Background: an optimization exercise with open tools, aiming at small area and a short achievable clock period. Do not read the settings as production practice. Function was checked by simulation only, so behaviour that the tests miss may differ from the original.

== job 1196 ==
==> module sub_array, before the edit <==
module sub_array (
    input  wire         clk,
    input  wire         rst,
    input  wire [1:0]   dataflow_sel,
    input  wire         stationary_sel,
    input  wire [63:0]  array_ifmap_in,
    input  wire [63:0]  array_weight_in,
    input  wire [127:0] array_psum_in_v,
    input  wire [127:0] array_psum_in_h,
    output wire [63:0]  array_ifmap_out,
    output wire [63:0]  array_weight_out,
    output wire [127:0] psum_s,          
    output wire [27:0]  psum_g,          
    output wire [127:0] array_psum_out_h
);
    wire m_os  = (dataflow_sel == 2'b10);
    wire m_clr = (dataflow_sel == 2'b11);
    wire m_mac = ~dataflow_sel[1];
    wire ld_x0 = (dataflow_sel == 2'b00);
    reg [2:0] v0, v2;
    reg       lbv;
    reg [2:1] pv;
    wire [3:0] v0i = {v0[2:0], 1'b1};    
    wire [3:0] v2i = {v2[2:0], 1'b1};    
    wire lbv_n = lbv | stationary_sel;
    always @(posedge clk or posedge rst) begin
        if (rst) begin
            v0 <= 3'd0;
            v2 <= 3'd0;
            lbv <= 1'b0;
            pv <= 2'd0;
        end else begin
            v0 <= {3{m_os}} & v0i[2:0];
            v2 <= {3{~m_clr}} & v2i[2:0];
            lbv <= lbv_n;
            pv <= {2{m_mac}} & {pv[1], 1'b1};
        end
    end
    reg  [255:0] d0;             
    reg  [255:0] d2;             
    reg  [255:0] lb;             
    wire [255:0] x0, x2;         
    wire [255:0] lbn;            
    reg  [63:0]  o0;             
    reg  [63:0]  o2;             
    always @(posedge clk) begin
        d0 <= x0;
        d2 <= x2;
        lb <= lbn;
    end
    always @(posedge clk or posedge rst) begin
        if (rst) begin
            o0 <= 64'd0;
            o2 <= 64'd0;
        end else begin
            o0 <= {x0[16*(4*(3)+(3)) +: 16], x0[16*(4*(2)+(3)) +: 16], x0[16*(4*(1)+(3)) +: 16], x0[16*(4*(0)+(3)) +: 16]} & {64{m_os & v0[2]}};
            o2 <= {x2[16*(4*(3)+(3)) +: 16], x2[16*(4*(3)+(2)) +: 16], x2[16*(4*(3)+(1)) +: 16], x2[16*(4*(3)+(0)) +: 16]} & {64{~m_clr & v2[2]}};
        end
    end
    wire sum_ok   = m_mac & lbv;
    genvar r, c;
    generate
        for (r = 0; r < 4; r = r + 1) begin: row
            for (c = 0; c < 4; c = c + 1) begin: col
                if (c == 0) begin: w0
                    assign x0[16*(4*(r)+(c)) +: 16] = array_ifmap_in[16*r +: 16];
                end else begin: wn
                    assign x0[16*(4*(r)+(c)) +: 16] = d0[16*(4*(r)+(c-1)) +: 16];
                end
                if (r == 0) begin: n0
                    assign x2[16*(4*(r)+(c)) +: 16] = array_weight_in[16*c +: 16];
                end else begin: nn
                    assign x2[16*(4*(r)+(c)) +: 16] = d2[16*(4*(r-1)+(c)) +: 16];
                end
                wire ld_zero = ld_x0 ? ~v0i[c] : ~v2i[r];
                assign lbn[16*(4*(r)+(c)) +: 16] = stationary_sel ?
                    ((ld_x0 ? x0[16*(4*(r)+(c)) +: 16] : x2[16*(4*(r)+(c)) +: 16]) & {16{~ld_zero}}) :
                    lb[16*(4*(r)+(c)) +: 16];
            end
        end
        for (c = 0; c < 4; c = c + 1) begin: pcol
            reg  [15:0] a1;              
            reg  [16:0] a2;              
            reg  [17:0] s3;              
            reg  [31:0] pd1, pd2, pd3;   
            reg  [31:0] os;              
            reg  [6:0]  og;              
            wire [16:0] a2n = a1 + lb[16*(4*(1)+(c)) +: 16];
            wire [17:0] s3n = a2 + lb[16*(4*(2)+(c)) +: 16];
            wire [17:0] s3m = (s3n & {18{sum_ok}}) + {2'b0, lbn[16*(4*(3)+(c)) +: 16]};
            wire s3_ok = ~m_clr & v2[1] & lbv_n;
            wire [31:0] ms;
            wire [6:0]  mg;
            mac_cs u_mac (.a(d2[16*(4*(2)+(c)) +: 16]), .b(s3), .p(pd3), .s(ms), .g(mg));
            always @(posedge clk) begin
                a1  <= lb[16*(4*(0)+(c)) +: 16] & {16{sum_ok}};
                a2  <= a2n & {17{sum_ok}};
                s3  <= s3m & {18{s3_ok}};
                pd1 <= array_psum_in_v[32*c +: 32];
                pd2 <= pd1;
                pd3 <= pd2 & {32{m_mac & pv[2]}};
            end
            always @(posedge clk or posedge rst) begin
                if (rst) begin
                    os <= 32'd0;
                    og <= 7'd0;
                end else begin
                    os <= ms & {32{m_mac}};
                    og <= mg & {7{m_mac}};
                end
            end
            assign psum_s[32*c +: 32] = os;
            assign psum_g[7*c +: 7] = og;
            assign array_weight_out[16*c +: 16] = o2[16*c +: 16];
        end
        for (r = 0; r < 4; r = r + 1) begin: orow
            assign array_ifmap_out[16*r +: 16] = o0[16*r +: 16];
        end
    endgenerate
    assign array_psum_out_h = array_psum_in_h;
endmodule
Settings: LEC_CHECK=0, CAP_MARGIN=20, CORE_MARGIN=2, CORE_UTILIZATION=60, PLACE_DENSITY=0.68, SLEW_MARGIN=20, SYNTH_HIERARCHICAL=1; clock period 10.0 ns.
standard.sh (not shown) runs the stock make flow with config.mk's settings and CLKGATE_MAP_FILE= SYNTH_SCRIPT=/design/flow/synth_recipe.tcl, a recipe that flattens the netlist after the stock synthesis.
==> flow/flow/run.sh <==
#!/bin/bash
# The standard layout, with changes made through ORFS's own variables only:
# clock tree synthesis without dummy loads and with larger sink clusters, port buffers of cell buf_2, and
# timing repair aiming at a 5.0 ns setup margin. Each tool's output is kept
# in the ORFS logs under orfs/logs; make's own output goes to
# make_finish.log here.
set -euo pipefail
export CTS_ARGS="-sink_clustering_enable -repair_clock_nets -dont_use_dummy_load -sink_clustering_size 20 -sink_clustering_max_diameter 80"
export BUFFER_PORTS_ARGS="-buffer_cell sky130_fd_sc_hd__buf_2"
export SETUP_SLACK_MARGIN=5.0
bash standard.sh finish > make_finish.log 2>&1
### job 1196 -> job 7841
diff --git a/flow/design.v b/flow/design.v
--- a/flow/design.v
+++ b/flow/design.v
@@ -963,8 +963,11 @@
             o2 <= {x2[16*(4*(3)+(3)) +: 16], x2[16*(4*(3)+(2)) +: 16], x2[16*(4*(3)+(1)) +: 16], x2[16*(4*(3)+(0)) +: 16]} & {64{~m_clr & v2[2]}};
         end
     end
     wire sum_ok   = m_mac & lbv;
+    wire sel_keep = sum_ok & ~stationary_sel;
+    wire sel_load = sum_ok & stationary_sel;
+    wire sel_lb   = ~sum_ok;
     genvar r, c;
     generate
         for (r = 0; r < 4; r = r + 1) begin: row
             for (c = 0; c < 4; c = c + 1) begin: col
@@ -992,9 +995,14 @@
             reg  [31:0] os;              
             reg  [6:0]  og;              
             wire [16:0] a2n = a1 + lb[16*(4*(1)+(c)) +: 16];
             wire [17:0] s3n = a2 + lb[16*(4*(2)+(c)) +: 16];
-            wire [17:0] s3m = (s3n & {18{sum_ok}}) + {2'b0, lbn[16*(4*(3)+(c)) +: 16]};
+            wire [15:0] x0_3 = x0[16*(4*(3)+(c)) +: 16] & {16{v0i[c]}};
+            wire [15:0] x2_3 = x2[16*(4*(3)+(c)) +: 16] & {16{v2[2]}};
+            wire [17:0] s_keep = s3n + {2'b0, lb[16*(4*(3)+(c)) +: 16]};
+            wire [17:0] s_load = s3n + {2'b0, ld_x0 ? x0_3 : x2_3};
+            wire [17:0] s3m = ({18{sel_keep}} & s_keep) | ({18{sel_load}} & s_load) |
+                              ({18{sel_lb}} & {2'b0, lbn[16*(4*(3)+(c)) +: 16]});
             wire s3_ok = ~m_clr & v2[1] & lbv_n;
             wire [31:0] ms;
             wire [6:0]  mg;
             mac_cs u_mac (.a(d2[16*(4*(2)+(c)) +: 16]), .b(s3), .p(pd3), .s(ms), .g(mg));
--- outcome ---
- Job 7841: full flow OK, the timing, DRC and antenna checks passed
- Job 1196 closes out successfully: all stages finished, all timing, DRC and antenna checks passed.
- In the flow results for job 7841 and job 1196, the count of clock-buffer cells in the layout is smaller on job 1196.
- Row share of synthesized cell area in full adder, half adder and majority cells: job 7841 lower / job 1196 higher
- Higher final design utilization among job 7841 and job 1196: job 1196
- In job 7841 relative to job 1196, tap cell count had gone up by a few percent.
- Job 7841 vs job 1196 on cell count: job 7841 is the higher one.
- Relative to job 1196, the final cell area reported for job 7841 is higher.
- Against job 1196 as the reference, job 7841 delivers a lower count of buffers added by post-CTS timing repair for setup.

-- separate check: timing with driven ports --
In the flow no input, the clock included, has a driving cell. The finished layouts below were timed again as built, in two steps. Step 1, drivers: a clkbuf_16 drives clk and a buf_2 each remaining input, both assumed. Step 2 moves the port delays by t, midway between the first and last clock arrival at a register: inputs arrive t later, outputs are due t later. That takes back most of the time a late clock gives input paths. a / b / c = ideal ports / drivers / drivers and shift; a / b = the first two.
run | t, ns | setup slack, ns | worst register clock-pin slew, ns
job 1196 | 0.798 | 5.103 / 5.062 / 4.264 | 0.09 / 0.09
job 7841 | 0.801 | 5.115 / 5.042 / 4.257 | 0.09 / 0.09
After both steps every run listed still meets setup and hold. The setup slack of job 7841, which loses most, moves by -0.073 ns with the drivers and by -0.858 ns with both steps.
